Source: an optimization exercise on an open RTL-to-GDS flow (aim: small area, a short achievable clock period and few clock cycles). Production flows keep margins and buffers that such runs may drop.
In this exercise RTL edits were held to simulation tests only and were not proved equivalent to the original.

==> design/flow/config.mk <==
export PLATFORM = sky130hd
export DESIGN_NAME = subterranean_lwc
export DESIGN_NICKNAME = subterranean_lwc
export VERILOG_FILES = /design/flow/design.v
export SDC_FILE = /design/flow/constraint.sdc
export NUM_CORES = 4
export LEC_CHECK = 0
export ABC_CLOCK_PERIOD_IN_PS = 2000
export CAP_MARGIN = 20
export CORE_MARGIN = 2
export CORE_UTILIZATION = 40
export SETUP_SLACK_MARGIN = 3.0
export SLEW_MARGIN = 20
export TNS_END_PERCENT = 5
==> design/flow/constraint.sdc <==
create_clock -name core_clock -period 5.0 [get_ports {clk}]
set_input_delay 1.0000 -clock core_clock [delete_from_list [all_inputs] [get_ports {clk}]]
set_output_delay 1.0000 -clock core_clock [all_outputs]
set_load 0.01 [all_outputs]
==> design/flow/design.v <==
`default_nettype    none
module subterranean_round
(
    input wire [256:0] a,
    input wire [32:0] din,
    output wire [256:0] o,
    output wire [31:0] dout
);
wire [256:0] a_after_chi_iota;
wire [256:0] a_after_theta;
assign a_after_chi_iota[0]     = ~(a[0]   ^   ((~a[1])     & a[2]));
assign a_after_chi_iota[254:1] = a[254:1] ^   ((~a[255:2]) & a[256:3]);
assign a_after_chi_iota[255]   = a[255]   ^   ((~a[256])   & a[0]);
assign a_after_chi_iota[256]   = a[256]   ^   ((~a[0])     & a[1]);
assign a_after_theta[12]  = a_after_chi_iota[12]  ^ a_after_chi_iota[15]  ^ a_after_chi_iota[20]  ^ din[0];
assign a_after_theta[56]  = a_after_chi_iota[56]  ^ a_after_chi_iota[59]  ^ a_after_chi_iota[64]  ^ din[1];
assign a_after_theta[90]  = a_after_chi_iota[90]  ^ a_after_chi_iota[93]  ^ a_after_chi_iota[98]  ^ din[2];
assign a_after_theta[163] = a_after_chi_iota[163] ^ a_after_chi_iota[166] ^ a_after_chi_iota[171] ^ din[3];
assign a_after_theta[161] = a_after_chi_iota[161] ^ a_after_chi_iota[164] ^ a_after_chi_iota[169] ^ din[4];
assign a_after_theta[66]  = a_after_chi_iota[66]  ^ a_after_chi_iota[69]  ^ a_after_chi_iota[74]  ^ din[5];
assign a_after_theta[51]  = a_after_chi_iota[51]  ^ a_after_chi_iota[54]  ^ a_after_chi_iota[59]  ^ din[6];
assign a_after_theta[238] = a_after_chi_iota[238] ^ a_after_chi_iota[241] ^ a_after_chi_iota[246] ^ din[7];
assign a_after_theta[254] = a_after_chi_iota[254] ^ a_after_chi_iota[0]   ^ a_after_chi_iota[5]   ^ din[8];
assign a_after_theta[243] = a_after_chi_iota[243] ^ a_after_chi_iota[246] ^ a_after_chi_iota[251] ^ din[9];
assign a_after_theta[106] = a_after_chi_iota[106] ^ a_after_chi_iota[109] ^ a_after_chi_iota[114] ^ din[10];
assign a_after_theta[152] = a_after_chi_iota[152] ^ a_after_chi_iota[155] ^ a_after_chi_iota[160] ^ din[11];
assign a_after_theta[24]  = a_after_chi_iota[24]  ^ a_after_chi_iota[27]  ^ a_after_chi_iota[32]  ^ din[12];
assign a_after_theta[112] = a_after_chi_iota[112] ^ a_after_chi_iota[115] ^ a_after_chi_iota[120] ^ din[13];
assign a_after_theta[180] = a_after_chi_iota[180] ^ a_after_chi_iota[183] ^ a_after_chi_iota[188] ^ din[14];
assign a_after_theta[69]  = a_after_chi_iota[69]  ^ a_after_chi_iota[72]  ^ a_after_chi_iota[77]  ^ din[15];
assign a_after_theta[65]  = a_after_chi_iota[65]  ^ a_after_chi_iota[68]  ^ a_after_chi_iota[73]  ^ din[16];
assign a_after_theta[132] = a_after_chi_iota[132] ^ a_after_chi_iota[135] ^ a_after_chi_iota[140] ^ din[17];
assign a_after_theta[102] = a_after_chi_iota[102] ^ a_after_chi_iota[105] ^ a_after_chi_iota[110] ^ din[18];
assign a_after_theta[219] = a_after_chi_iota[219] ^ a_after_chi_iota[222] ^ a_after_chi_iota[227] ^ din[19];
assign a_after_theta[251] = a_after_chi_iota[251] ^ a_after_chi_iota[254] ^ a_after_chi_iota[2]   ^ din[20];
assign a_after_theta[229] = a_after_chi_iota[229] ^ a_after_chi_iota[232] ^ a_after_chi_iota[237] ^ din[21];
assign a_after_theta[212] = a_after_chi_iota[212] ^ a_after_chi_iota[215] ^ a_after_chi_iota[220] ^ din[22];
assign a_after_theta[47]  = a_after_chi_iota[47]  ^ a_after_chi_iota[50]  ^ a_after_chi_iota[55]  ^ din[23];
assign a_after_theta[48]  = a_after_chi_iota[48]  ^ a_after_chi_iota[51]  ^ a_after_chi_iota[56]  ^ din[24];
assign a_after_theta[224] = a_after_chi_iota[224] ^ a_after_chi_iota[227] ^ a_after_chi_iota[232] ^ din[25];
assign a_after_theta[103] = a_after_chi_iota[103] ^ a_after_chi_iota[106] ^ a_after_chi_iota[111] ^ din[26];
assign a_after_theta[138] = a_after_chi_iota[138] ^ a_after_chi_iota[141] ^ a_after_chi_iota[146] ^ din[27];
assign a_after_theta[130] = a_after_chi_iota[130] ^ a_after_chi_iota[133] ^ a_after_chi_iota[138] ^ din[28];
assign a_after_theta[7]   = a_after_chi_iota[7]   ^ a_after_chi_iota[10]  ^ a_after_chi_iota[15]  ^ din[29];
assign a_after_theta[204] = a_after_chi_iota[204] ^ a_after_chi_iota[207] ^ a_after_chi_iota[212] ^ din[30];
assign a_after_theta[181] = a_after_chi_iota[181] ^ a_after_chi_iota[184] ^ a_after_chi_iota[189] ^ din[31];
assign a_after_theta[245] = a_after_chi_iota[245] ^ a_after_chi_iota[248] ^ a_after_chi_iota[253] ^ din[32];
assign a_after_theta[0] = a_after_chi_iota[0] ^ a_after_chi_iota[3] ^ a_after_chi_iota[8];
assign a_after_theta[36] = a_after_chi_iota[36] ^ a_after_chi_iota[39] ^ a_after_chi_iota[44];
assign a_after_theta[60] = a_after_chi_iota[60] ^ a_after_chi_iota[63] ^ a_after_chi_iota[68];
assign a_after_theta[72] = a_after_chi_iota[72] ^ a_after_chi_iota[75] ^ a_after_chi_iota[80];
assign a_after_theta[84] = a_after_chi_iota[84] ^ a_after_chi_iota[87] ^ a_after_chi_iota[92];
assign a_after_theta[96] = a_after_chi_iota[96] ^ a_after_chi_iota[99] ^ a_after_chi_iota[104];
assign a_after_theta[108] = a_after_chi_iota[108] ^ a_after_chi_iota[111] ^ a_after_chi_iota[116];
assign a_after_theta[120] = a_after_chi_iota[120] ^ a_after_chi_iota[123] ^ a_after_chi_iota[128];
assign a_after_theta[144] = a_after_chi_iota[144] ^ a_after_chi_iota[147] ^ a_after_chi_iota[152];
assign a_after_theta[156] = a_after_chi_iota[156] ^ a_after_chi_iota[159] ^ a_after_chi_iota[164];
assign a_after_theta[168] = a_after_chi_iota[168] ^ a_after_chi_iota[171] ^ a_after_chi_iota[176];
assign a_after_theta[192] = a_after_chi_iota[192] ^ a_after_chi_iota[195] ^ a_after_chi_iota[200];
assign a_after_theta[216] = a_after_chi_iota[216] ^ a_after_chi_iota[219] ^ a_after_chi_iota[224];
assign a_after_theta[228] = a_after_chi_iota[228] ^ a_after_chi_iota[231] ^ a_after_chi_iota[236];
assign a_after_theta[240] = a_after_chi_iota[240] ^ a_after_chi_iota[243] ^ a_after_chi_iota[248];
assign a_after_theta[252] = a_after_chi_iota[252] ^ a_after_chi_iota[255] ^ a_after_chi_iota[3];
assign a_after_theta[19] = a_after_chi_iota[19] ^ a_after_chi_iota[22] ^ a_after_chi_iota[27];
assign a_after_theta[31] = a_after_chi_iota[31] ^ a_after_chi_iota[34] ^ a_after_chi_iota[39];
assign a_after_theta[43] = a_after_chi_iota[43] ^ a_after_chi_iota[46] ^ a_after_chi_iota[51];
assign a_after_theta[55] = a_after_chi_iota[55] ^ a_after_chi_iota[58] ^ a_after_chi_iota[63];
assign a_after_theta[67] = a_after_chi_iota[67] ^ a_after_chi_iota[70] ^ a_after_chi_iota[75];
assign a_after_theta[79] = a_after_chi_iota[79] ^ a_after_chi_iota[82] ^ a_after_chi_iota[87];
assign a_after_theta[91] = a_after_chi_iota[91] ^ a_after_chi_iota[94] ^ a_after_chi_iota[99];
assign a_after_theta[115] = a_after_chi_iota[115] ^ a_after_chi_iota[118] ^ a_after_chi_iota[123];
assign a_after_theta[127] = a_after_chi_iota[127] ^ a_after_chi_iota[130] ^ a_after_chi_iota[135];
assign a_after_theta[139] = a_after_chi_iota[139] ^ a_after_chi_iota[142] ^ a_after_chi_iota[147];
assign a_after_theta[151] = a_after_chi_iota[151] ^ a_after_chi_iota[154] ^ a_after_chi_iota[159];
assign a_after_theta[175] = a_after_chi_iota[175] ^ a_after_chi_iota[178] ^ a_after_chi_iota[183];
assign a_after_theta[187] = a_after_chi_iota[187] ^ a_after_chi_iota[190] ^ a_after_chi_iota[195];
assign a_after_theta[199] = a_after_chi_iota[199] ^ a_after_chi_iota[202] ^ a_after_chi_iota[207];
assign a_after_theta[211] = a_after_chi_iota[211] ^ a_after_chi_iota[214] ^ a_after_chi_iota[219];
assign a_after_theta[223] = a_after_chi_iota[223] ^ a_after_chi_iota[226] ^ a_after_chi_iota[231];
assign a_after_theta[235] = a_after_chi_iota[235] ^ a_after_chi_iota[238] ^ a_after_chi_iota[243];
assign a_after_theta[247] = a_after_chi_iota[247] ^ a_after_chi_iota[250] ^ a_after_chi_iota[255];
assign a_after_theta[2] = a_after_chi_iota[2] ^ a_after_chi_iota[5] ^ a_after_chi_iota[10];
assign a_after_theta[14] = a_after_chi_iota[14] ^ a_after_chi_iota[17] ^ a_after_chi_iota[22];
assign a_after_theta[26] = a_after_chi_iota[26] ^ a_after_chi_iota[29] ^ a_after_chi_iota[34];
assign a_after_theta[38] = a_after_chi_iota[38] ^ a_after_chi_iota[41] ^ a_after_chi_iota[46];
assign a_after_theta[50] = a_after_chi_iota[50] ^ a_after_chi_iota[53] ^ a_after_chi_iota[58];
assign a_after_theta[62] = a_after_chi_iota[62] ^ a_after_chi_iota[65] ^ a_after_chi_iota[70];
assign a_after_theta[74] = a_after_chi_iota[74] ^ a_after_chi_iota[77] ^ a_after_chi_iota[82];
assign a_after_theta[86] = a_after_chi_iota[86] ^ a_after_chi_iota[89] ^ a_after_chi_iota[94];
assign a_after_theta[98] = a_after_chi_iota[98] ^ a_after_chi_iota[101] ^ a_after_chi_iota[106];
assign a_after_theta[110] = a_after_chi_iota[110] ^ a_after_chi_iota[113] ^ a_after_chi_iota[118];
assign a_after_theta[122] = a_after_chi_iota[122] ^ a_after_chi_iota[125] ^ a_after_chi_iota[130];
assign a_after_theta[134] = a_after_chi_iota[134] ^ a_after_chi_iota[137] ^ a_after_chi_iota[142];
assign a_after_theta[146] = a_after_chi_iota[146] ^ a_after_chi_iota[149] ^ a_after_chi_iota[154];
assign a_after_theta[158] = a_after_chi_iota[158] ^ a_after_chi_iota[161] ^ a_after_chi_iota[166];
assign a_after_theta[170] = a_after_chi_iota[170] ^ a_after_chi_iota[173] ^ a_after_chi_iota[178];
assign a_after_theta[182] = a_after_chi_iota[182] ^ a_after_chi_iota[185] ^ a_after_chi_iota[190];
assign a_after_theta[194] = a_after_chi_iota[194] ^ a_after_chi_iota[197] ^ a_after_chi_iota[202];
assign a_after_theta[206] = a_after_chi_iota[206] ^ a_after_chi_iota[209] ^ a_after_chi_iota[214];
assign a_after_theta[218] = a_after_chi_iota[218] ^ a_after_chi_iota[221] ^ a_after_chi_iota[226];
assign a_after_theta[230] = a_after_chi_iota[230] ^ a_after_chi_iota[233] ^ a_after_chi_iota[238];
assign a_after_theta[242] = a_after_chi_iota[242] ^ a_after_chi_iota[245] ^ a_after_chi_iota[250];
assign a_after_theta[9] = a_after_chi_iota[9] ^ a_after_chi_iota[12] ^ a_after_chi_iota[17];
assign a_after_theta[21] = a_after_chi_iota[21] ^ a_after_chi_iota[24] ^ a_after_chi_iota[29];
assign a_after_theta[33] = a_after_chi_iota[33] ^ a_after_chi_iota[36] ^ a_after_chi_iota[41];
assign a_after_theta[45] = a_after_chi_iota[45] ^ a_after_chi_iota[48] ^ a_after_chi_iota[53];
assign a_after_theta[57] = a_after_chi_iota[57] ^ a_after_chi_iota[60] ^ a_after_chi_iota[65];
assign a_after_theta[81] = a_after_chi_iota[81] ^ a_after_chi_iota[84] ^ a_after_chi_iota[89];
assign a_after_theta[93] = a_after_chi_iota[93] ^ a_after_chi_iota[96] ^ a_after_chi_iota[101];
assign a_after_theta[105] = a_after_chi_iota[105] ^ a_after_chi_iota[108] ^ a_after_chi_iota[113];
assign a_after_theta[117] = a_after_chi_iota[117] ^ a_after_chi_iota[120] ^ a_after_chi_iota[125];
assign a_after_theta[129] = a_after_chi_iota[129] ^ a_after_chi_iota[132] ^ a_after_chi_iota[137];
assign a_after_theta[141] = a_after_chi_iota[141] ^ a_after_chi_iota[144] ^ a_after_chi_iota[149];
assign a_after_theta[153] = a_after_chi_iota[153] ^ a_after_chi_iota[156] ^ a_after_chi_iota[161];
assign a_after_theta[165] = a_after_chi_iota[165] ^ a_after_chi_iota[168] ^ a_after_chi_iota[173];
assign a_after_theta[177] = a_after_chi_iota[177] ^ a_after_chi_iota[180] ^ a_after_chi_iota[185];
assign a_after_theta[189] = a_after_chi_iota[189] ^ a_after_chi_iota[192] ^ a_after_chi_iota[197];
assign a_after_theta[201] = a_after_chi_iota[201] ^ a_after_chi_iota[204] ^ a_after_chi_iota[209];
assign a_after_theta[213] = a_after_chi_iota[213] ^ a_after_chi_iota[216] ^ a_after_chi_iota[221];
assign a_after_theta[225] = a_after_chi_iota[225] ^ a_after_chi_iota[228] ^ a_after_chi_iota[233];
assign a_after_theta[237] = a_after_chi_iota[237] ^ a_after_chi_iota[240] ^ a_after_chi_iota[245];
assign a_after_theta[249] = a_after_chi_iota[249] ^ a_after_chi_iota[252] ^ a_after_chi_iota[0];
assign a_after_theta[4] = a_after_chi_iota[4] ^ a_after_chi_iota[7] ^ a_after_chi_iota[12];
assign a_after_theta[16] = a_after_chi_iota[16] ^ a_after_chi_iota[19] ^ a_after_chi_iota[24];
assign a_after_theta[28] = a_after_chi_iota[28] ^ a_after_chi_iota[31] ^ a_after_chi_iota[36];
assign a_after_theta[40] = a_after_chi_iota[40] ^ a_after_chi_iota[43] ^ a_after_chi_iota[48];
assign a_after_theta[52] = a_after_chi_iota[52] ^ a_after_chi_iota[55] ^ a_after_chi_iota[60];
assign a_after_theta[64] = a_after_chi_iota[64] ^ a_after_chi_iota[67] ^ a_after_chi_iota[72];
assign a_after_theta[76] = a_after_chi_iota[76] ^ a_after_chi_iota[79] ^ a_after_chi_iota[84];
assign a_after_theta[88] = a_after_chi_iota[88] ^ a_after_chi_iota[91] ^ a_after_chi_iota[96];
assign a_after_theta[100] = a_after_chi_iota[100] ^ a_after_chi_iota[103] ^ a_after_chi_iota[108];
assign a_after_theta[124] = a_after_chi_iota[124] ^ a_after_chi_iota[127] ^ a_after_chi_iota[132];
assign a_after_theta[136] = a_after_chi_iota[136] ^ a_after_chi_iota[139] ^ a_after_chi_iota[144];
assign a_after_theta[148] = a_after_chi_iota[148] ^ a_after_chi_iota[151] ^ a_after_chi_iota[156];
assign a_after_theta[160] = a_after_chi_iota[160] ^ a_after_chi_iota[163] ^ a_after_chi_iota[168];
assign a_after_theta[172] = a_after_chi_iota[172] ^ a_after_chi_iota[175] ^ a_after_chi_iota[180];
assign a_after_theta[184] = a_after_chi_iota[184] ^ a_after_chi_iota[187] ^ a_after_chi_iota[192];
assign a_after_theta[196] = a_after_chi_iota[196] ^ a_after_chi_iota[199] ^ a_after_chi_iota[204];
assign a_after_theta[208] = a_after_chi_iota[208] ^ a_after_chi_iota[211] ^ a_after_chi_iota[216];
assign a_after_theta[220] = a_after_chi_iota[220] ^ a_after_chi_iota[223] ^ a_after_chi_iota[228];
assign a_after_theta[232] = a_after_chi_iota[232] ^ a_after_chi_iota[235] ^ a_after_chi_iota[240];
assign a_after_theta[244] = a_after_chi_iota[244] ^ a_after_chi_iota[247] ^ a_after_chi_iota[252];
assign a_after_theta[256] = a_after_chi_iota[256] ^ a_after_chi_iota[2] ^ a_after_chi_iota[7];
assign a_after_theta[11] = a_after_chi_iota[11] ^ a_after_chi_iota[14] ^ a_after_chi_iota[19];
assign a_after_theta[23] = a_after_chi_iota[23] ^ a_after_chi_iota[26] ^ a_after_chi_iota[31];
assign a_after_theta[35] = a_after_chi_iota[35] ^ a_after_chi_iota[38] ^ a_after_chi_iota[43];
assign a_after_theta[59] = a_after_chi_iota[59] ^ a_after_chi_iota[62] ^ a_after_chi_iota[67];
assign a_after_theta[71] = a_after_chi_iota[71] ^ a_after_chi_iota[74] ^ a_after_chi_iota[79];
assign a_after_theta[83] = a_after_chi_iota[83] ^ a_after_chi_iota[86] ^ a_after_chi_iota[91];
assign a_after_theta[95] = a_after_chi_iota[95] ^ a_after_chi_iota[98] ^ a_after_chi_iota[103];
assign a_after_theta[107] = a_after_chi_iota[107] ^ a_after_chi_iota[110] ^ a_after_chi_iota[115];
assign a_after_theta[119] = a_after_chi_iota[119] ^ a_after_chi_iota[122] ^ a_after_chi_iota[127];
assign a_after_theta[131] = a_after_chi_iota[131] ^ a_after_chi_iota[134] ^ a_after_chi_iota[139];
assign a_after_theta[143] = a_after_chi_iota[143] ^ a_after_chi_iota[146] ^ a_after_chi_iota[151];
assign a_after_theta[155] = a_after_chi_iota[155] ^ a_after_chi_iota[158] ^ a_after_chi_iota[163];
assign a_after_theta[167] = a_after_chi_iota[167] ^ a_after_chi_iota[170] ^ a_after_chi_iota[175];
assign a_after_theta[179] = a_after_chi_iota[179] ^ a_after_chi_iota[182] ^ a_after_chi_iota[187];
assign a_after_theta[191] = a_after_chi_iota[191] ^ a_after_chi_iota[194] ^ a_after_chi_iota[199];
assign a_after_theta[203] = a_after_chi_iota[203] ^ a_after_chi_iota[206] ^ a_after_chi_iota[211];
assign a_after_theta[215] = a_after_chi_iota[215] ^ a_after_chi_iota[218] ^ a_after_chi_iota[223];
assign a_after_theta[227] = a_after_chi_iota[227] ^ a_after_chi_iota[230] ^ a_after_chi_iota[235];
assign a_after_theta[239] = a_after_chi_iota[239] ^ a_after_chi_iota[242] ^ a_after_chi_iota[247];
assign a_after_theta[6] = a_after_chi_iota[6] ^ a_after_chi_iota[9] ^ a_after_chi_iota[14];
assign a_after_theta[18] = a_after_chi_iota[18] ^ a_after_chi_iota[21] ^ a_after_chi_iota[26];
assign a_after_theta[30] = a_after_chi_iota[30] ^ a_after_chi_iota[33] ^ a_after_chi_iota[38];
assign a_after_theta[42] = a_after_chi_iota[42] ^ a_after_chi_iota[45] ^ a_after_chi_iota[50];
assign a_after_theta[54] = a_after_chi_iota[54] ^ a_after_chi_iota[57] ^ a_after_chi_iota[62];
assign a_after_theta[78] = a_after_chi_iota[78] ^ a_after_chi_iota[81] ^ a_after_chi_iota[86];
assign a_after_theta[114] = a_after_chi_iota[114] ^ a_after_chi_iota[117] ^ a_after_chi_iota[122];
assign a_after_theta[126] = a_after_chi_iota[126] ^ a_after_chi_iota[129] ^ a_after_chi_iota[134];
assign a_after_theta[150] = a_after_chi_iota[150] ^ a_after_chi_iota[153] ^ a_after_chi_iota[158];
assign a_after_theta[162] = a_after_chi_iota[162] ^ a_after_chi_iota[165] ^ a_after_chi_iota[170];
assign a_after_theta[174] = a_after_chi_iota[174] ^ a_after_chi_iota[177] ^ a_after_chi_iota[182];
assign a_after_theta[186] = a_after_chi_iota[186] ^ a_after_chi_iota[189] ^ a_after_chi_iota[194];
assign a_after_theta[198] = a_after_chi_iota[198] ^ a_after_chi_iota[201] ^ a_after_chi_iota[206];
assign a_after_theta[210] = a_after_chi_iota[210] ^ a_after_chi_iota[213] ^ a_after_chi_iota[218];
assign a_after_theta[222] = a_after_chi_iota[222] ^ a_after_chi_iota[225] ^ a_after_chi_iota[230];
assign a_after_theta[234] = a_after_chi_iota[234] ^ a_after_chi_iota[237] ^ a_after_chi_iota[242];
assign a_after_theta[246] = a_after_chi_iota[246] ^ a_after_chi_iota[249] ^ a_after_chi_iota[254];
assign a_after_theta[1] = a_after_chi_iota[1] ^ a_after_chi_iota[4] ^ a_after_chi_iota[9];
assign a_after_theta[13] = a_after_chi_iota[13] ^ a_after_chi_iota[16] ^ a_after_chi_iota[21];
assign a_after_theta[25] = a_after_chi_iota[25] ^ a_after_chi_iota[28] ^ a_after_chi_iota[33];
assign a_after_theta[37] = a_after_chi_iota[37] ^ a_after_chi_iota[40] ^ a_after_chi_iota[45];
assign a_after_theta[49] = a_after_chi_iota[49] ^ a_after_chi_iota[52] ^ a_after_chi_iota[57];
assign a_after_theta[61] = a_after_chi_iota[61] ^ a_after_chi_iota[64] ^ a_after_chi_iota[69];
assign a_after_theta[73] = a_after_chi_iota[73] ^ a_after_chi_iota[76] ^ a_after_chi_iota[81];
assign a_after_theta[85] = a_after_chi_iota[85] ^ a_after_chi_iota[88] ^ a_after_chi_iota[93];
assign a_after_theta[97] = a_after_chi_iota[97] ^ a_after_chi_iota[100] ^ a_after_chi_iota[105];
assign a_after_theta[109] = a_after_chi_iota[109] ^ a_after_chi_iota[112] ^ a_after_chi_iota[117];
assign a_after_theta[121] = a_after_chi_iota[121] ^ a_after_chi_iota[124] ^ a_after_chi_iota[129];
assign a_after_theta[133] = a_after_chi_iota[133] ^ a_after_chi_iota[136] ^ a_after_chi_iota[141];
assign a_after_theta[145] = a_after_chi_iota[145] ^ a_after_chi_iota[148] ^ a_after_chi_iota[153];
assign a_after_theta[157] = a_after_chi_iota[157] ^ a_after_chi_iota[160] ^ a_after_chi_iota[165];
assign a_after_theta[169] = a_after_chi_iota[169] ^ a_after_chi_iota[172] ^ a_after_chi_iota[177];
assign a_after_theta[193] = a_after_chi_iota[193] ^ a_after_chi_iota[196] ^ a_after_chi_iota[201];
assign a_after_theta[205] = a_after_chi_iota[205] ^ a_after_chi_iota[208] ^ a_after_chi_iota[213];
assign a_after_theta[217] = a_after_chi_iota[217] ^ a_after_chi_iota[220] ^ a_after_chi_iota[225];
assign a_after_theta[241] = a_after_chi_iota[241] ^ a_after_chi_iota[244] ^ a_after_chi_iota[249];
assign a_after_theta[253] = a_after_chi_iota[253] ^ a_after_chi_iota[256] ^ a_after_chi_iota[4];
assign a_after_theta[8] = a_after_chi_iota[8] ^ a_after_chi_iota[11] ^ a_after_chi_iota[16];
assign a_after_theta[20] = a_after_chi_iota[20] ^ a_after_chi_iota[23] ^ a_after_chi_iota[28];
assign a_after_theta[32] = a_after_chi_iota[32] ^ a_after_chi_iota[35] ^ a_after_chi_iota[40];
assign a_after_theta[44] = a_after_chi_iota[44] ^ a_after_chi_iota[47] ^ a_after_chi_iota[52];
assign a_after_theta[68] = a_after_chi_iota[68] ^ a_after_chi_iota[71] ^ a_after_chi_iota[76];
assign a_after_theta[80] = a_after_chi_iota[80] ^ a_after_chi_iota[83] ^ a_after_chi_iota[88];
assign a_after_theta[92] = a_after_chi_iota[92] ^ a_after_chi_iota[95] ^ a_after_chi_iota[100];
assign a_after_theta[104] = a_after_chi_iota[104] ^ a_after_chi_iota[107] ^ a_after_chi_iota[112];
assign a_after_theta[116] = a_after_chi_iota[116] ^ a_after_chi_iota[119] ^ a_after_chi_iota[124];
assign a_after_theta[128] = a_after_chi_iota[128] ^ a_after_chi_iota[131] ^ a_after_chi_iota[136];
assign a_after_theta[140] = a_after_chi_iota[140] ^ a_after_chi_iota[143] ^ a_after_chi_iota[148];
assign a_after_theta[164] = a_after_chi_iota[164] ^ a_after_chi_iota[167] ^ a_after_chi_iota[172];
assign a_after_theta[176] = a_after_chi_iota[176] ^ a_after_chi_iota[179] ^ a_after_chi_iota[184];
assign a_after_theta[188] = a_after_chi_iota[188] ^ a_after_chi_iota[191] ^ a_after_chi_iota[196];
assign a_after_theta[200] = a_after_chi_iota[200] ^ a_after_chi_iota[203] ^ a_after_chi_iota[208];
assign a_after_theta[236] = a_after_chi_iota[236] ^ a_after_chi_iota[239] ^ a_after_chi_iota[244];
assign a_after_theta[248] = a_after_chi_iota[248] ^ a_after_chi_iota[251] ^ a_after_chi_iota[256];
assign a_after_theta[3] = a_after_chi_iota[3] ^ a_after_chi_iota[6] ^ a_after_chi_iota[11];
assign a_after_theta[15] = a_after_chi_iota[15] ^ a_after_chi_iota[18] ^ a_after_chi_iota[23];
assign a_after_theta[27] = a_after_chi_iota[27] ^ a_after_chi_iota[30] ^ a_after_chi_iota[35];
assign a_after_theta[39] = a_after_chi_iota[39] ^ a_after_chi_iota[42] ^ a_after_chi_iota[47];
assign a_after_theta[63] = a_after_chi_iota[63] ^ a_after_chi_iota[66] ^ a_after_chi_iota[71];
assign a_after_theta[75] = a_after_chi_iota[75] ^ a_after_chi_iota[78] ^ a_after_chi_iota[83];
assign a_after_theta[87] = a_after_chi_iota[87] ^ a_after_chi_iota[90] ^ a_after_chi_iota[95];
assign a_after_theta[99] = a_after_chi_iota[99] ^ a_after_chi_iota[102] ^ a_after_chi_iota[107];
assign a_after_theta[111] = a_after_chi_iota[111] ^ a_after_chi_iota[114] ^ a_after_chi_iota[119];
assign a_after_theta[123] = a_after_chi_iota[123] ^ a_after_chi_iota[126] ^ a_after_chi_iota[131];
assign a_after_theta[135] = a_after_chi_iota[135] ^ a_after_chi_iota[138] ^ a_after_chi_iota[143];
assign a_after_theta[147] = a_after_chi_iota[147] ^ a_after_chi_iota[150] ^ a_after_chi_iota[155];
assign a_after_theta[159] = a_after_chi_iota[159] ^ a_after_chi_iota[162] ^ a_after_chi_iota[167];
assign a_after_theta[171] = a_after_chi_iota[171] ^ a_after_chi_iota[174] ^ a_after_chi_iota[179];
assign a_after_theta[183] = a_after_chi_iota[183] ^ a_after_chi_iota[186] ^ a_after_chi_iota[191];
assign a_after_theta[195] = a_after_chi_iota[195] ^ a_after_chi_iota[198] ^ a_after_chi_iota[203];
assign a_after_theta[207] = a_after_chi_iota[207] ^ a_after_chi_iota[210] ^ a_after_chi_iota[215];
assign a_after_theta[231] = a_after_chi_iota[231] ^ a_after_chi_iota[234] ^ a_after_chi_iota[239];
assign a_after_theta[255] = a_after_chi_iota[255] ^ a_after_chi_iota[1] ^ a_after_chi_iota[6];
assign a_after_theta[10] = a_after_chi_iota[10] ^ a_after_chi_iota[13] ^ a_after_chi_iota[18];
assign a_after_theta[22] = a_after_chi_iota[22] ^ a_after_chi_iota[25] ^ a_after_chi_iota[30];
assign a_after_theta[34] = a_after_chi_iota[34] ^ a_after_chi_iota[37] ^ a_after_chi_iota[42];
assign a_after_theta[46] = a_after_chi_iota[46] ^ a_after_chi_iota[49] ^ a_after_chi_iota[54];
assign a_after_theta[58] = a_after_chi_iota[58] ^ a_after_chi_iota[61] ^ a_after_chi_iota[66];
assign a_after_theta[70] = a_after_chi_iota[70] ^ a_after_chi_iota[73] ^ a_after_chi_iota[78];
assign a_after_theta[82] = a_after_chi_iota[82] ^ a_after_chi_iota[85] ^ a_after_chi_iota[90];
assign a_after_theta[94] = a_after_chi_iota[94] ^ a_after_chi_iota[97] ^ a_after_chi_iota[102];
assign a_after_theta[118] = a_after_chi_iota[118] ^ a_after_chi_iota[121] ^ a_after_chi_iota[126];
assign a_after_theta[142] = a_after_chi_iota[142] ^ a_after_chi_iota[145] ^ a_after_chi_iota[150];
assign a_after_theta[154] = a_after_chi_iota[154] ^ a_after_chi_iota[157] ^ a_after_chi_iota[162];
assign a_after_theta[166] = a_after_chi_iota[166] ^ a_after_chi_iota[169] ^ a_after_chi_iota[174];
assign a_after_theta[178] = a_after_chi_iota[178] ^ a_after_chi_iota[181] ^ a_after_chi_iota[186];
assign a_after_theta[190] = a_after_chi_iota[190] ^ a_after_chi_iota[193] ^ a_after_chi_iota[198];
assign a_after_theta[202] = a_after_chi_iota[202] ^ a_after_chi_iota[205] ^ a_after_chi_iota[210];
assign a_after_theta[214] = a_after_chi_iota[214] ^ a_after_chi_iota[217] ^ a_after_chi_iota[222];
assign a_after_theta[226] = a_after_chi_iota[226] ^ a_after_chi_iota[229] ^ a_after_chi_iota[234];
assign a_after_theta[250] = a_after_chi_iota[250] ^ a_after_chi_iota[253] ^ a_after_chi_iota[1];
assign a_after_theta[5] = a_after_chi_iota[5] ^ a_after_chi_iota[8] ^ a_after_chi_iota[13];
assign a_after_theta[17] = a_after_chi_iota[17] ^ a_after_chi_iota[20] ^ a_after_chi_iota[25];
assign a_after_theta[29] = a_after_chi_iota[29] ^ a_after_chi_iota[32] ^ a_after_chi_iota[37];
assign a_after_theta[41] = a_after_chi_iota[41] ^ a_after_chi_iota[44] ^ a_after_chi_iota[49];
assign a_after_theta[53] = a_after_chi_iota[53] ^ a_after_chi_iota[56] ^ a_after_chi_iota[61];
assign a_after_theta[77] = a_after_chi_iota[77] ^ a_after_chi_iota[80] ^ a_after_chi_iota[85];
assign a_after_theta[89] = a_after_chi_iota[89] ^ a_after_chi_iota[92] ^ a_after_chi_iota[97];
assign a_after_theta[101] = a_after_chi_iota[101] ^ a_after_chi_iota[104] ^ a_after_chi_iota[109];
assign a_after_theta[113] = a_after_chi_iota[113] ^ a_after_chi_iota[116] ^ a_after_chi_iota[121];
assign a_after_theta[125] = a_after_chi_iota[125] ^ a_after_chi_iota[128] ^ a_after_chi_iota[133];
assign a_after_theta[137] = a_after_chi_iota[137] ^ a_after_chi_iota[140] ^ a_after_chi_iota[145];
assign a_after_theta[149] = a_after_chi_iota[149] ^ a_after_chi_iota[152] ^ a_after_chi_iota[157];
assign a_after_theta[173] = a_after_chi_iota[173] ^ a_after_chi_iota[176] ^ a_after_chi_iota[181];
assign a_after_theta[185] = a_after_chi_iota[185] ^ a_after_chi_iota[188] ^ a_after_chi_iota[193];
assign a_after_theta[197] = a_after_chi_iota[197] ^ a_after_chi_iota[200] ^ a_after_chi_iota[205];
assign a_after_theta[209] = a_after_chi_iota[209] ^ a_after_chi_iota[212] ^ a_after_chi_iota[217];
assign a_after_theta[221] = a_after_chi_iota[221] ^ a_after_chi_iota[224] ^ a_after_chi_iota[229];
assign a_after_theta[233] = a_after_chi_iota[233] ^ a_after_chi_iota[236] ^ a_after_chi_iota[241];
generate
    genvar gen_j;
    for (gen_j = 0; gen_j < 257; gen_j = gen_j + 1) begin: pi_step
        assign o[gen_j] = a_after_theta[(12*gen_j) % 257];
    end
endgenerate
assign dout[0]  = a[1]   ^ a[256];
assign dout[1]  = a[176] ^ a[81];
assign dout[2]  = a[136] ^ a[121];
assign dout[3]  = a[35]  ^ a[222];
assign dout[4]  = a[249] ^ a[8];
assign dout[5]  = a[134] ^ a[123];
assign dout[6]  = a[197] ^ a[60];
assign dout[7]  = a[234] ^ a[23];
assign dout[8]  = a[64]  ^ a[193];
assign dout[9]  = a[213] ^ a[44];
assign dout[10] = a[223] ^ a[34];
assign dout[11] = a[184] ^ a[73];
assign dout[12] = a[2]   ^ a[255];
assign dout[13] = a[95]  ^ a[162];
assign dout[14] = a[15]  ^ a[242];
assign dout[15] = a[70]  ^ a[187];
assign dout[16] = a[241] ^ a[16];
assign dout[17] = a[11]  ^ a[246];
assign dout[18] = a[137] ^ a[120];
assign dout[19] = a[211] ^ a[46];
assign dout[20] = a[128] ^ a[129];
assign dout[21] = a[169] ^ a[88];
assign dout[22] = a[189] ^ a[68];
assign dout[23] = a[111] ^ a[146];
assign dout[24] = a[4]   ^ a[253];
assign dout[25] = a[190] ^ a[67];
assign dout[26] = a[30]  ^ a[227];
assign dout[27] = a[140] ^ a[117];
assign dout[28] = a[225] ^ a[32];
assign dout[29] = a[22]  ^ a[235];
assign dout[30] = a[17]  ^ a[240];
assign dout[31] = a[165] ^ a[92];
endmodule
`default_nettype    none
module subterranean_lwc
#(parameter ASYNC_RSTN = 0,
parameter G_PWIDTH = 32,
parameter G_SWIDTH = 32,
parameter G_SEGMENT_SIZE_BITS = 16,
parameter G_HASH_SIZE_WORDS = 8,
parameter G_TAG_SIZE_WORDS = 4
)
(
    input wire clk,
    input wire rst,
    input wire [(G_PWIDTH-1):0] pdi_data,
    input wire pdi_valid,
    output wire pdi_ready,
    input wire [(G_SWIDTH-1):0] sdi_data,
    input wire sdi_valid,
    output wire sdi_ready,
    output wire [(G_PWIDTH-1):0] do_data,
    output wire do_valid,
    input wire do_ready,
    output wire do_last
);
localparam P_IDLE = 4'd0,  P_NHDR = 4'd1,  P_NDAT = 4'd2,  P_AHDR = 4'd3,
           P_ADAT = 4'd4,  P_PHDR = 4'd5,  P_PDAT = 4'd6,  P_TAG  = 4'd7,
           P_THDR = 4'd8,  P_TDAT = 4'd9,  P_SQ   = 4'd10, P_STAT = 4'd11,
           P_HHDR = 4'd12, P_HDAT = 4'd13, P_INST = 4'd14;
function [31:0] bswap(input [31:0] x);
    bswap = {x[7:0], x[15:8], x[23:16], x[31:24]};
endfunction
reg [3:0] ph;
reg [256:0] st;
reg [4:0] nr;           
reg nz;                 
reg [3:0] cnt;          
reg [15:0] len;         
reg lastw;              
reg [2:0] wsize;        
reg eot;
reg dec;
reg fail;
reg [1:0] bidx;         
reg hlast;              
reg [1:0] sph;          
reg [1:0] kcnt;
reg kact;               
reg hfirst;             
reg pv, pc;             
reg [32:0] o0, o1;
reg v0, v1;
reg prdy, srdy;         
reg m_key;              
reg m_word;             
reg m_hash;             
reg m_sq;               
reg m_t;                
reg dfull;              
reg [3:0] ph_n;
reg [4:0] nr_n;
reg [3:0] cnt_n;
reg [15:0] len_n;
reg eot_n, dec_n, fail_n, kact_n, hfirst_n, nz_n, hlast_n;
reg [1:0] bidx_n, sph_n, kcnt_n;
reg push;
reg [32:0] pw;
wire ptake = pdi_valid & prdy;
wire stake = sdi_valid & srdy;
wire qpush = (pdi_valid & pv) | pc;
wire [4:0] nr_dec = nz ? 5'd0 : (nr - 5'd1);
wire wr_ok = ~v1;
wire pop = v0 & do_ready;
wire [31:0] z;
wire [31:0] y;
always @(*) begin
    ph_n = ph;
    nr_n = nr_dec;
    nz_n = (nr[4:1] == 4'd0);
    hlast_n = hlast;
    cnt_n = cnt;
    len_n = len;
    eot_n = eot;
    dec_n = dec;
    fail_n = fail;
    kact_n = kact;
    hfirst_n = hfirst;
    bidx_n = bidx;
    sph_n = sph;
    kcnt_n = kcnt;
    push = 1'b0;
    pw = 33'd0;
    if (stake) begin
        case (sph)
            2'd0 : sph_n = 2'd1;
            2'd1 : begin sph_n = 2'd2; kcnt_n = 2'd0; end
            default : begin
                kcnt_n = kcnt + 2'd1;
                if (kcnt == 2'd3) begin
                    sph_n = 2'd0;
                    kact_n = 1'b0;
                    nr_n = 5'd1;
                    nz_n = 1'b0;
                end
            end
        endcase
    end
    case (ph)
        P_IDLE : if (ptake) begin
            fail_n = 1'b0;
            hfirst_n = 1'b1;
            case (pdi_data[31:28])
                4'h7 : begin
                    kact_n = 1'b1;
                    ph_n = P_INST;
                end
                4'h8 : ph_n = P_HHDR;
                default : ;
            endcase
        end
        P_INST : if (ptake) begin
            dec_n = pdi_data[28];
            ph_n = P_NHDR;
        end
        P_NHDR : if (ptake) begin
            cnt_n = 4'd4;
            ph_n = P_NDAT;
        end
        P_NDAT : if (ptake) begin
            cnt_n = cnt - 4'd1;
            if (cnt == 4'd1) begin
                nr_n = 5'd9;
                nz_n = 1'b0;
                ph_n = P_AHDR;
            end
        end
        P_AHDR : if (ptake) begin
            len_n = pdi_data[15:0];
            eot_n = pdi_data[25];
            if (pdi_data[15:0] == 16'd0) begin
                nr_n = nr_dec + 5'd1;
                nz_n = 1'b0;
                ph_n = P_PHDR;
            end else
                ph_n = P_ADAT;
        end
        P_ADAT : if (ptake) begin
            len_n = len - 16'd4;
            if (lastw) begin
                if (eot) begin
                    if (wsize == 3'd4) begin nr_n = 5'd1; nz_n = 1'b0; end
                    ph_n = P_PHDR;
                end else
                    ph_n = P_AHDR;
            end
        end
        P_PHDR : if (ptake) begin
            push = 1'b1;
            pw = {1'b0, dec ? 4'h4 : 4'h5, 2'b00, pdi_data[25], dec & pdi_data[25], 8'h00, pdi_data[15:0]};
            len_n = pdi_data[15:0];
            eot_n = pdi_data[25];
            if (pdi_data[15:0] == 16'd0) begin
                nr_n = nr_dec + 5'd9;
                nz_n = 1'b0;
                ph_n = dec ? P_THDR : P_TAG;
            end else
                ph_n = P_PDAT;
        end
        P_PDAT : if (ptake) begin
            push = 1'b1;
            pw = {lastw & eot, bswap(y)};
            len_n = len - 16'd4;
            if (lastw) begin
                if (eot) begin
                    nr_n = (wsize == 3'd4) ? 5'd9 : 5'd8;
                    nz_n = 1'b0;
                    ph_n = dec ? P_THDR : P_TAG;
                end else
                    ph_n = P_PHDR;
            end
        end
        P_TAG : if (wr_ok) begin
            push = 1'b1;
            pw = {1'b0, 32'h83000010};
            cnt_n = 4'd4;
            ph_n = P_SQ;
        end
        P_THDR : if (ptake) begin
            cnt_n = 4'd4;
            ph_n = P_TDAT;
        end
        P_TDAT : if (ptake) begin
            if ((y != 32'd0) && (cnt != 4'd1)) fail_n = 1'b1;
            cnt_n = cnt - 4'd1;
            if (cnt == 4'd1) ph_n = P_STAT;
        end
        P_SQ : if (m_sq) begin
            push = 1'b1;
            pw = {cnt == 4'd1, bswap(z)};
            cnt_n = cnt - 4'd1;
            if (cnt == 4'd1) ph_n = P_STAT;
        end
        P_STAT : if (wr_ok) begin
            push = 1'b1;
            pw = {1'b1, fail ? 4'hF : 4'hE, 28'd0};
            ph_n = P_IDLE;
        end
        P_HHDR : if (ptake) begin
            hfirst_n = 1'b0;
            if (hfirst) begin
                push = 1'b1;
                pw = {1'b0, 4'h9, 4'h3, 8'h00, 16'd32};
            end
            len_n = pdi_data[15:0];
            eot_n = pdi_data[25];
            bidx_n = 2'd0;
            hlast_n = (pdi_data[15:0] == 16'd1);
            if (pdi_data[15:0] == 16'd0) begin
                nr_n = nr_dec + 5'd10;
                nz_n = 1'b0;
                cnt_n = 4'd8;
                ph_n = P_SQ;
            end else
                ph_n = P_HDAT;
        end
        P_HDAT : if (pdi_valid & m_hash) begin
            nr_n = 5'd1;
            nz_n = 1'b0;
            bidx_n = bidx + 2'd1;
            hlast_n = ((bidx + 3'd2) == wsize);
            if (ptake) begin
                bidx_n = 2'd0;
                hlast_n = (len == 16'd5);
                len_n = len - 16'd4;
                if (lastw) begin
                    if (eot) begin
                        nr_n = 5'd11;
                        nz_n = 1'b0;
                        cnt_n = 4'd8;
                        ph_n = P_SQ;
                    end else
                        ph_n = P_HHDR;
                end
            end
        end
        default : ph_n = P_IDLE;
    endcase
end
reg v0_n, v1_n;
always @(*) begin
    v0_n = v0;
    v1_n = v1;
    if (v1) begin
        if (pop) v1_n = 1'b0;
    end else if (qpush) begin
        if (v0 & ~pop) v1_n = 1'b1;
        else v0_n = 1'b1;
    end else if (pop) begin
        v0_n = 1'b0;
    end
end
wire lastw_n = (len_n[15:3] == 13'd0) && ((len_n[2] == 1'b0) || (len_n[1:0] == 2'b00));
wire [2:0] wsize_n = lastw_n ? len_n[2:0] : 3'd4;
wire wr_ok_n = ~v1_n;
reg prdy_n, m_word_n, m_hash_n, m_sq_n;
always @(*) begin
    prdy_n = 1'b0;
    m_word_n = 1'b0;
    m_hash_n = 1'b0;
    m_sq_n = 1'b0;
    case (ph_n)
        P_IDLE, P_INST, P_NHDR, P_AHDR, P_THDR : prdy_n = 1'b1;
        P_HHDR : prdy_n = wr_ok_n;
        P_NDAT : begin prdy_n = ~kact_n & nz_n; m_word_n = prdy_n; end
        P_ADAT : begin prdy_n = nz_n; m_word_n = prdy_n; end
        P_PHDR : prdy_n = wr_ok_n;
        P_PDAT : begin prdy_n = nz_n & wr_ok_n; m_word_n = prdy_n; end
        P_TDAT : prdy_n = nz_n;
        P_SQ   : m_sq_n = nz_n & wr_ok_n;
        P_HDAT : begin prdy_n = nz_n & hlast_n; m_hash_n = nz_n; end
        default : ;
    endcase
end
wire srdy_n = (sph_n != 2'd2) | (kact_n & nz_n);
wire pv_n = prdy_n & ((ph_n == P_PHDR) | (ph_n == P_PDAT) | ((ph_n == P_HHDR) & hfirst_n));
wire pc_n = m_sq_n | (((ph_n == P_TAG) | (ph_n == P_STAT)) & wr_ok_n);
wire m_key_n = (sph_n == 2'd2) & kact_n & nz_n;
wire m_t_n = (ph_n == P_TDAT) & nz_n;
wire dfull_n = m_key_n | (ph_n == P_NDAT) | (ph_n == P_TDAT);
always @(posedge clk) begin
    if (rst) begin
        ph <= P_IDLE;
        nr <= 5'd0;
        nz <= 1'b1;
        sph <= 2'd0;
        kact <= 1'b0;
        v0 <= 1'b0;
        v1 <= 1'b0;
        prdy <= 1'b0;
        srdy <= 1'b0;
        m_key <= 1'b0;
        m_word <= 1'b0;
        m_hash <= 1'b0;
        m_sq <= 1'b0;
        pv <= 1'b0;
        pc <= 1'b0;
        m_t <= 1'b0;
        dfull <= 1'b0;
    end else begin
        ph <= ph_n;
        nr <= nr_n;
        nz <= nz_n;
        sph <= sph_n;
        kact <= kact_n;
        v0 <= v0_n;
        v1 <= v1_n;
        prdy <= prdy_n;
        srdy <= srdy_n;
        m_key <= m_key_n;
        m_word <= m_word_n;
        m_hash <= m_hash_n;
        m_sq <= m_sq_n;
        pv <= pv_n;
        pc <= pc_n;
        m_t <= m_t_n;
        dfull <= dfull_n;
    end
end
always @(posedge clk) begin
    cnt <= cnt_n;
    len <= len_n;
    lastw <= lastw_n;
    wsize <= wsize_n;
    eot <= eot_n;
    dec <= dec_n;
    fail <= fail_n;
    bidx <= bidx_n;
    hlast <= hlast_n;
    kcnt <= kcnt_n;
    hfirst <= hfirst_n;
end
always @(posedge clk) begin
    if (v1) begin
        if (pop) o0 <= o1;
    end else if (qpush) begin
        if (v0 & ~pop) o1 <= pw;
        else o0 <= pw;
    end
end
wire [256:0] st_next;
reg [32:0] din;
wire [31:0] src_c = bswap(m_key ? sdi_data : pdi_data);
wire [2:0] dsize = dfull ? 3'd4 : wsize;
reg [31:0] mask;
always @(*) begin
    case (dsize)
        3'd0 : mask = 32'h00000000;
        3'd1 : mask = 32'h000000FF;
        3'd2 : mask = 32'h0000FFFF;
        3'd3 : mask = 32'h00FFFFFF;
        default : mask = 32'hFFFFFFFF;
    endcase
end
wire [31:0] x = src_c & mask;
assign y = (z ^ x) & mask;
reg [7:0] hbyte;
always @(*) begin
    case (bidx)
        2'd0 : hbyte = pdi_data[31:24];
        2'd1 : hbyte = pdi_data[23:16];
        2'd2 : hbyte = pdi_data[15:8];
        default : hbyte = pdi_data[7:0];
    endcase
end
always @(*) begin
    if (m_key | m_word) begin
        din[31:0] = (dec & (ph == P_PDAT)) ? y : x;
        din[32] = 1'b0;
        case (dsize)
            3'd0 : din[0]  = din[0]  ^ 1'b1;
            3'd1 : din[8]  = din[8]  ^ 1'b1;
            3'd2 : din[16] = din[16] ^ 1'b1;
            3'd3 : din[24] = din[24] ^ 1'b1;
            default : din[32] = 1'b1;
        endcase
    end else if (m_hash) begin
        din = {24'd0, 1'b1, hbyte};
    end else begin
        din = 33'd1;
    end
end
subterranean_round round (
    .a(st),
    .din(din),
    .o(st_next),
    .dout(z)
);
wire do_round = ~nz | (sdi_valid & m_key) | (pdi_valid & (m_word | m_hash | m_t)) | m_sq;
wire init = ptake & (ph == P_IDLE);
always @(posedge clk) begin
    if (init)
        st <= 257'd0;
    else if (do_round)
        st <= st_next;
end
assign pdi_ready = prdy;
assign sdi_ready = srdy;
assign do_data = o0[31:0];
assign do_last = o0[32];
assign do_valid = v0;
endmodule
==> design/flow/run.sh <==
#!/bin/bash
# synth_recipe.tcl (not shown) runs the flow's synth.tcl, then flattens the netlist and writes it again
# the make line also repeats each setting of config.mk as NAME=value (left out here)
make -C /OpenROAD-flow-scripts/flow DESIGN_CONFIG=/design/flow/config.mk WORK_HOME=/design/flow/orfs CLKGATE_MAP_FILE= SYNTH_SCRIPT=/design/flow/synth_recipe.tcl finish
==> flow_summary.yaml, run 1 <==
layout:
  multi_input_area_um2: 17800
  fin_util_pct: 48.7
  fillers: 6096
  layout.nets: 3160
  area_growth_syn_to_layout_pct: 20.4
  drive_gt1_share_pct: 12.1
  seq_area_um2: 8430
cts:
  clk_latency_ps: 610
  cts-root-buf: "clkbuf_16"
  cts_buffer_depth: 3
  cts_sinks: 381
  cts_buffers: 46
  cts_tree: "yes"
  cts.clk_slew.worst_paths_ps: 60
  htreeDepth: 2
  hold_buffers: 0
critical_path:
  max_stage_delay_ps: 530
  crit_path_end_kind: "flop"
  cpMaxStageDelayCell: "or4_4"
  worst_path_most_repeated_cell: "buf_6"
  critPathMaxFanout: 3
  critPathKind: "input port to flop"
  start_kind: "input port"
  cp.arrival_ps: 3650
  crit_chain: "buf_6, buf_6, or4_4, or3_4, or4_4, a31oi_4, buf_4, buf_6, o211a_4, o21ai_2, a211oi_2, or2_4"
  cp.required_ps: 5550
  rrSetupSlack_ps: 2160
  r2r_cells: 9
global_routing:
  grt_pass1_wl_um: 145000
  grt_max_degree: 91
  antenna_found_initial: 7
  grt_pass1_vias: 21100
  grt_use_total_pct: 29.2
  overflow: 0
sta:
  period_needed_ps: 3100
  finalSetupViolations: 0
  fin_worst_skew_ps: 41.3
  timing.fmax_mhz: 322
  setup-tns-final_ps: 0
  maxSlewHeadroom_pct: 39.5
  hold_violations: 0
  period_share_pct: 62.1
  rsz0062_at_grt: "yes"
  worst-slew-pin-transition_ps: 901
  slew_violations: 0
placed_design:
  hpwl_um: 73900
  numPortBuffers: 104
  place_congestion: 0.988
logic_synthesis:
  synth.cell_area_um2: 26100
  synth_warnings: 1
  seq_area_frac_synth_pct: 32.2
  synth_area_per_cell_um2: 8.84
  synth_seq_cells: 381
  synth_flop_cell: "dfxtp_1"
  synthArstFlopShare_pct: 0
  syn_nets: 3034
  synth_cell_types: 79
  synth_edf_count: 77
  syn_inst: 2952
floorplanning:
  coreArea_um2: 64500
  num_rows: 93
  die_w_um: 259
  start_util_pct: 40.5
  fp.dieH_um: 259
  die-area_um2: 67300
  ios: 105
detailed_routing:
  viasPerCell: 5.73
  wl_per_cell_um: 25.4
  first_pass_iters: 9
  wl_um: 101000
  num_vias: 22700
  ant_nets: 0
  remaining_drc_errors: 0
  drt_iter0_markers: 2813
min_path:
  hold_class: "flop to flop"
  min_path_cells: 1
outcome:
  status: "timing/DRC/antenna clean"
run:
  drv_cap: 0
[cell usage after synthesis (16+ instances only)]
library cell  number  share of area (%)
xor2_1            63                2.1
nor3_1            39               0.75
o21ai_0           65                1.2
a21oi_1           54                1.0
mux2i_1           34                1.3
xnor2_1          840                 28
clkbuf_1         132                1.9
nor3b_1           16               0.46
nor2_1           347                5.0
edfxtp_1          77                8.9
nor2b_1          262                6.3
a22oi_1           17               0.49
a211oi_1         262                7.5
dfxtp_1          304                 23
inv_1             26               0.37
mux2_2            36                1.6
nand2_1          102                1.5
nand3_1           19               0.36
[placed cells by master, fill, tap and decap left out, types with 24 or more instances in the layout]
cell type | netlist | routed
xnor2_1 | 840 | 834
nor2_1 | 347 | 335
dfxtp_1 | 304 | 294
nor2b_1 | 262 | 261
a211oi_1 | 262 | 260
nand2_1 | 102 | 96
clkdlybuf4s50_1 | 0 | 90
buf_4 | 0 | 80
edfxtp_1 | 77 | 77
xor2_1 | 63 | 61
o21ai_0 | 65 | 56
a21oi_1 | 54 | 48
clkbuf_16 | 0 | 48
mux2_2 | 36 | 36
nor3_1 | 39 | 33
inv_1 | 26 | 24
[state kept, by name, summed over array words and instances, names as in the netlist, 2 cells and up]
signal,cells
bidx,2
cnt,4
kcnt,2
len,16
nr,5
o0,33
o1,33
ph,4
sph,2
st,257
wsize,3
[what timing repair did]
item,4_1_cts,5_1_grt
hold endpoints to repair,0,0
pin swaps,34,34
buffers inserted,35,23
resized for setup,162,85
setup endpoints to repair,482,441
gates cloned,12,0
[cell families after synthesis]
logic type | after synthesis | share of synthesized area, %
flops | 381 | 32.2
xor+xnor | 903 | 30.3
compound gates | 520 | 14.3
fa+ha+maj | 14 | 0.662
mux | 70 | 2.86
buf+inv | 175 | 2.52
simple gates | 889 | 17.2
[routing by layer]
metal / up-vias / share of wire, % / wire length [um] / track usage [%]
li1: 10400 / - / - / -
met1: 11100 / 45 / 45400 / 42.7
met2: 1066 / 42 / 41900 / 42.6
met3: 194 / 9.5 / 9580 / 5.23
met4: 2 / 3.9 / 3940 / 10.2
met5: - / 0.013 / 13 / 0
[path summary, 6_finish.rpt]
| path | start | end |
|---|---|---|
| setup / recovery | pdi_data[8] | dfull |
| hold / removal | len[0] | len[0] |
| setup reg to reg | ph[0] | prdy |
| hold reg to reg | len[0] | len[0] |
[layout make-up]
cell class              count  share of cell area (%)
diodes                      2                  0.0159
clock buffers              59                    4.15
clock inverters            26                   0.968
inverters                  27                   0.327
multi-input cells        2397                    56.7
flip-flops and latches    381                    26.8
well taps                 855                    3.41
repair buffers            225                    7.64
[stage by stage]
step / worst slack [ps] / instances / cell area (um^2) / hold WS, ps
after CTS: 1880 / 3947 / 30900 / 510
after global placement: 573 / 3815 / 28100 / 482
after detailed placement: 631 / 3815 / 28100 / 498
after floorplan: 1600 / 2952 / 26100 / 450
final: 1900 / 3972 / 31400 / 511
after global routing: 1840 / 3972 / 31400 / 552
[worst max-delay path, delay by kind of cell]
| kind | cells | cell delay, ps |
|---|---|---|
| buffers and inverters | 4 | 420 |
| and+or+nand+nor | 4 | 1540 |
| AOI/OAI and AO/OA | 4 | 700 |
Testbench counts, summed over its fixed seeds: cycles 13,493.
==> inputs of run 2 (changes only) <==
==> design/flow/config.mk (replaced) <==
export PLATFORM = sky130hd
export DESIGN_NAME = subterranean_lwc
export DESIGN_NICKNAME = subterranean_lwc
export VERILOG_FILES = /design/flow/design.v
export SDC_FILE = /design/flow/constraint.sdc
export NUM_CORES = 4
export LEC_CHECK = 0
export ABC_CLOCK_PERIOD_IN_PS = 2500
export CAP_MARGIN = 20
export CORE_MARGIN = 2
export CORE_UTILIZATION = 40
export SETUP_SLACK_MARGIN = 2.4
export SLEW_MARGIN = 20
export TNS_END_PERCENT = 5
==> run 2 against run 1 <==
Worst hold slack improved by 1.5 ps. Die area is the same. Critical path depth decreased by 4. Largest cell class unchanged. Core utilization fell by 1.7 points. Still clean on timing, DRC and antenna. Critical path type unchanged.
==> flow_summary.yaml, run 2 <==
floorplanning:
  fp.dieH_um: 259
  die_w_um: 259
  die-area_um2: 67300
  start_util_pct: 40.5
  coreArea_um2: 64500
  num_rows: 93
  ios: 105
layout:
  layout.nets: 3122
  area_growth_syn_to_layout_pct: 16.2
  diodes: 0
  reg_top3: "st: 257 flops, o0: 33 flops, o1: 33 flops"
  fillers: 6209
  mostFrequentLayoutCells: "xnor2_1, nor2_1, dfxtp_1, nor2b_1, a211oi_1"
  layout_commonest_cell: "xnor2_1"
  seq_area_um2: 8420
  multi_input_area_um2: 17300
  largest_reg_flops: 257
  drive_gt1_share_pct: 8.68
  final_cells: 3932
  regMostFlops: "st"
critical_path:
  r2r_end: "fail"
  startpoint: "pdi_data[25]"
  critPathMaxFanout: 5
  critPathKind: "input port to flop"
  crit_path_end_kind: "flop"
  cp.required_ps: 5380
  cp.arrival_ps: 3510
  r2r_start: "st[60]"
  endpoint: "fail"
  r2r_cells: 7
  start_kind: "input port"
  rrSetupSlack_ps: 1990
cts:
  cts-root-buf: "clkbuf_16"
  htreeDepth: 2
  cts.clk_slew.worst_paths_ps: 60
  cts_tree: "yes"
  cts_sinks: 381
  cts_buffers: 46
  clk_latency_ps: 610
  cts_buffer_depth: 3
logic_synthesis:
  syn_inst: 2952
  synthArstFlopShare_pct: 0
  yosysMostFrequentCell: "xnor2_1"
  syn_nets: 3034
  yosys.area.top_type_share_pct: 28.2
  synth_top_area_cell: "xnor2_1"
  synth_warnings: 1
  seq_area_frac_synth_pct: 32.2
  synth_seq_cells: 381
  synth_edf_count: 77
  synth.cell_area_um2: 26100
  synth_cell_types: 79
  synth_common_cells: "xnor2_1, nor2_1, dfxtp_1, a211oi_1, nor2b_1"
  ys_top_cells_by_area: "xnor2_1, dfxtp_1, edfxtp_1"
  synth_area_per_cell_um2: 8.84
  synth_flop_cell: "dfxtp_1"
sta:
  worst-slew-pin-transition_ps: 1070
  period_share_pct: 62.7
  period_needed_ps: 3130
  hold_violations: 0
  fin_worst_skew_ps: 36.8
  timing.fmax_mhz: 319
  setup-tns-final_ps: 0
  rsz0062_at_grt: "yes"
  maxSlewHeadroom_pct: 28.5
  slew_violations: 0
  finalSetupViolations: 0
placed_design:
  numPortBuffers: 104
  dp_cells: 3815
  hpwl_um: 73900
  place_congestion: 0.988
detailed_routing:
  first_pass_iters: 6
  num_vias: 22100
  wl_per_cell_um: 24.4
  drt_iter0_markers: 2618
  viasPerCell: 5.63
  remaining_drc_errors: 0
  ant_nets: 0
  wl_um: 95800
global_routing:
  overflow: 0
  antenna_found_initial: 6
  grt_use_total_pct: 27.8
  grt_pass1_vias: 20500
  grt_max_degree: 182
  grt_pass1_wl_um: 139000
min_path:
  hold_class: "flop to flop"
run:
  drv_cap: 0
outcome:
  status: "timing/DRC/antenna clean"
-- run 2: cell types whose count changed in the layout (fill, tap and decap cells not counted), moves of 5 or more --
cell     before  now
buf_16       11    2
buf_4        80   66
mux2i_1      19   28
mux2i_4       6    1
nor2_1      335  343
nor2_2        8    1
xnor2_1     834  840
xnor2_2       6    0
-- run 2: worst min path at each step --
stage,from,end,depth (start not counted)
finish,len[0],len[0],1
floorplan,hlast,hlast,2
detailed placement,len[11],len[11],1
global route,len[11],len[11],1
global placement,sph[0],sph[0],2
CTS,sph[0],sph[0],2
-- run 2: cells by family (layout without fill, tap and decap cells) --
kind of cell / after synthesis / after routing / share of synthesized area [%]
AO/OA/AOI/OAI: 520 / 520 / 14.3
XOR/XNOR: 903 / 903 / 30.3
adder cells (fa/ha/maj): 14 / 14 / 0.662
buffers and inverters: 175 / 300 / 2.52
flip-flops: 381 / 381 / 32.2
multiplexers: 70 / 70 / 2.86
AND/OR/NAND/NOR: 889 / 889 / 17.2
-- run 2: layer usage --
layer,track usage (%),vias up,share of wire (%)
met5,0,-,0.014
met4,9.59,2,3.8
met3,4.76,173,8.5
met2,40.9,926,42
met1,40.8,10700,46
li1,-,10300,-
-- run 2: critical path, stage by stage --
cell and delay (ps):
clkdlybuf4s50_1 710, mux2i_2 450, xnor2_1 150, nor3_1 360
nand3_1 120, a211oi_1 250, o21ai_0 190, a31o_2 280
-- run 2: cell type report --
| cell class | count | share of cell area [%] |
|---|---|---|
| inverter | 27 | 0.338 |
| multi-input combinational | 2396 | 57.2 |
| sequential | 381 | 27.7 |
| tap | 855 | 3.53 |
| timing repair buffer | 188 | 5.92 |
| clock inverter | 26 | 1.00 |
| clock buffer | 59 | 4.29 |
-- run 2: per-stage QoR --
stage / hold slack, ps / setup slack [ps] / util [%] / area, um^2
after detailed placement: 498 / 631 / 43.6 / 28100
after global placement: 482 / 573 / 43.6 / 28100
final: 513 / 1870 / 47.0 / 30300
after global routing: 547 / 1820 / 47.0 / 30300
after floorplan: 450 / 1600 / - / 26100
after CTS: 510 / 1880 / 46.8 / 30200
-- run 2: timing repair --
item                                    4_1_cts  5_1_grt
pin swaps                                    21       16
buffers inserted                             22        9
endpoints found under the setup margin      408       74
hold buffers                                  0        0
gates resized for setup                      91       25
gates cloned                                  1        0

## afterwards: timing with drivers on the ports
Ports are ideal in the flow. The routed layouts listed here were re-timed in OpenROAD. Step 1 (the two cells are an assumption about what drives the block):
set clk [get_ports {clk}]
set_driving_cell -lib_cell sky130_fd_sc_hd__clkbuf_16 $clk
set_driving_cell -lib_cell sky130_fd_sc_hd__buf_2 [delete_from_list [all_inputs] $clk]
Step 2 also shifts input and output timing later by t, the mid clock arrival at the registers, as if the neighbouring blocks saw the same clock. Three values: no drivers, after step 1, after step 2; two values: the first two.
run | t, ns | setup slack, ns | worst register clock-pin slew, ns | worst slew at a driven data input, ns
run 1 | 0.657 | 1.896 / 1.927 / 1.270 | 0.07 / 0.07 | 0.05
run 2 | 0.657 | 1.865 / 1.904 / 1.248 | 0.07 / 0.07 | 0.05
After both steps every run listed still meets setup and hold. The setup slack of run 1, which loses most, moves by +0.031 ns with the drivers and by -0.626 ns with both steps.
